What follows belongs to an exercise in optimizing a design on an open flow for small area, a short achievable clock period and few clock cycles; a production flow would make more cautious choices. Only simulation tests tie the RTL to the original design; equivalence was not proved. Power is estimated from default activity; no workload was simulated.

==> flow/design.v (excerpt) <==
module gemv_top (
    input  logic        clk,
    input  logic        rst,
    input  logic        start,
    input  logic [9:0]  rows,
    input  logic [9:0]  cols,
    input  logic        x_tile_valid,
    input  logic [63:0] x_tile_in,
    output logic        x_tile_ready,
    input  logic        bias_tile_valid,
    input  logic [63:0] bias_tile_in,
    output logic        bias_tile_ready,
    input  logic        w_valid,
    input  logic [63:0] w_tile_row_in,
    output logic        w_ready,
    output logic        y_tile_valid,
    output logic [63:0] y_tile_out,
    output logic [9:0]  y_tile_idx,
    input  logic        y_tile_ready,
    output logic        tile_done,
    output logic        done
);
Size: about 8400 cells after synthesis, ~300 I/O pins.
export LEC_CHECK = 0
export CAP_MARGIN = 20
export CORE_MARGIN = 2
export CORE_UTILIZATION = 55
export CTS_BUF_LIST = sky130_fd_sc_hd__clkbuf_8 sky130_fd_sc_hd__clkbuf_16
export CTS_CLUSTER_DIAMETER = 60
export CTS_CLUSTER_SIZE = 35
export SLEW_MARGIN = 20
create_clock -name core_clock -period 10.0 [get_ports {clk}]
standard.sh (not shown) runs the stock make flow with config.mk's settings and CLKGATE_MAP_FILE= SYNTH_SCRIPT=/design/flow/synth_recipe.tcl, a recipe that flattens the netlist after the stock synthesis.
==> flow/flow/run.sh <==
#!/bin/bash
# Layout flow: the standard layout (standard.sh, standard synthesis
# unchanged), with timing repair aimed at a tighter setup slack than the flow
# settings allow, gate sizing not limited to cells of the same footprint, and
# the port buffers made with buf_1 (upsized by the repair where needed). The make output goes to flow_standard.log;
# ORFS's own step logs stay under orfs/logs.
set -euo pipefail
bash standard.sh SETUP_SLACK_MARGIN=6.65 MATCH_CELL_FOOTPRINT=0 \
    "BUFFER_PORTS_ARGS=-buffer_cell sky130_fd_sc_hd__buf_1" finish > flow_standard.log 2>&1
Testbench counts at the start, summed over its fixed seeds: cycles 10,883.
Change:
--- a/flow/config.mk
+++ b/flow/config.mk
@@ -7,3 +7,3 @@
 export LEC_CHECK = 0
-export CAP_MARGIN = 20
+export CAP_MARGIN = 5
 export CORE_MARGIN = 2
@@ -13,2 +13,2 @@
 export CTS_CLUSTER_SIZE = 35
-export SLEW_MARGIN = 20
+export SLEW_MARGIN = 5
Outcome:
- routed wire length is about the same
- clock skew stays flat
- count of clock-buffer cells in the layout is unchanged
- die area stays the same
- cell count is about the same
- worst hold slack improves by 4.6 ps
- non-clock buffer count shrinks by 4
- final area is about the same
- combinational power is about the same
Change:
--- a/flow/flow/run.sh
+++ b/flow/flow/run.sh
@@ -7,3 +7,3 @@
 set -euo pipefail
-bash standard.sh SETUP_SLACK_MARGIN=6.65 MATCH_CELL_FOOTPRINT=0 \
+bash standard.sh SETUP_SLACK_MARGIN=6.55 MATCH_CELL_FOOTPRINT=0 \
     "BUFFER_PORTS_ARGS=-buffer_cell sky130_fd_sc_hd__buf_1" finish > flow_standard.log 2>&1
--- a/flow/config.mk
+++ b/flow/config.mk
@@ -7,3 +7,3 @@
 export LEC_CHECK = 0
-export CAP_MARGIN = 5
+export CAP_MARGIN = 20
 export CORE_MARGIN = 2
@@ -13,2 +13,2 @@
 export CTS_CLUSTER_SIZE = 35
-export SLEW_MARGIN = 5
+export SLEW_MARGIN = 20
Die area is unchanged. Final cell count barely changes. Global-route usage is about the same. Cell area is about the same. Synthesized cell count does not change. Synthesized area stays the same. Power drops by about 0.6%. Clock-buffer cell count stays the same. Sequential cell count does not change.
Change:
--- a/flow/flow/run.sh
+++ b/flow/flow/run.sh
@@ -7,3 +7,3 @@
 set -euo pipefail
-bash standard.sh SETUP_SLACK_MARGIN=6.55 MATCH_CELL_FOOTPRINT=0 \
+bash standard.sh SETUP_SLACK_MARGIN=6.65 MATCH_CELL_FOOTPRINT=0 \
     "BUFFER_PORTS_ARGS=-buffer_cell sky130_fd_sc_hd__buf_1" finish > flow_standard.log 2>&1
--- a/flow/config.mk
+++ b/flow/config.mk
@@ -9,6 +9,6 @@
 export CORE_MARGIN = 2
-export CORE_UTILIZATION = 55
+export CORE_UTILIZATION = 60
 export CTS_BUF_LIST = sky130_fd_sc_hd__clkbuf_8 sky130_fd_sc_hd__clkbuf_16
-export CTS_CLUSTER_DIAMETER = 60
-export CTS_CLUSTER_SIZE = 35
+export CTS_CLUSTER_DIAMETER = 55
+export CTS_CLUSTER_SIZE = 30
 export SLEW_MARGIN = 20
Result:
- flip-flop and latch count does not change
- cell count goes down slightly
- sequential share of layout area goes down by 0.28 points
- clock-buffer cell count goes up by 20
- clock power goes up by a few percent
- power goes up slightly
- setup slack improved by 14 ps
- core utilization goes up by 6.1 points
- design area goes up slightly
- die area goes down by a little under a tenth
- combinational power goes up slightly

==> port drivers added, routing unchanged <==
How much do the figures lean on ideal ports? The routed layouts below were timed once more, with nothing changed but the port constraints. Step 1 assumes that a clkbuf_16 drives the clock port and a buf_2 every other input. Step 2 moves the port delays by t, midway between the first and last clock arrival at a register: inputs arrive t later, outputs are due t later. That takes back most of the time a late clock gives input paths. Three values: no drivers, after step 1, after step 2; two values: the first two.
| run | shift t [ns] | slack for setup (ns) | hold slack, ns |
|---|---|---|---|
| the first run | 0.925 | 6.486 / 6.392 / 6.313 | 0.317 / 0.317 / 0.317 |
| the second run | 0.924 | 6.488 / 6.394 / 6.338 | 0.322 / 0.322 / 0.322 |
| the third run | 0.926 | 6.484 / 6.390 / 6.364 | 0.315 / 0.315 / 0.315 |
| the fourth run | 0.942 | 6.498 / 6.408 / 6.310 | 0.297 / 0.297 / 0.297 |
After both steps setup and hold are still met in every run listed. The setup slack of the fourth run, which loses most, moves by -0.090 ns with the drivers and by -0.188 ns with both steps.
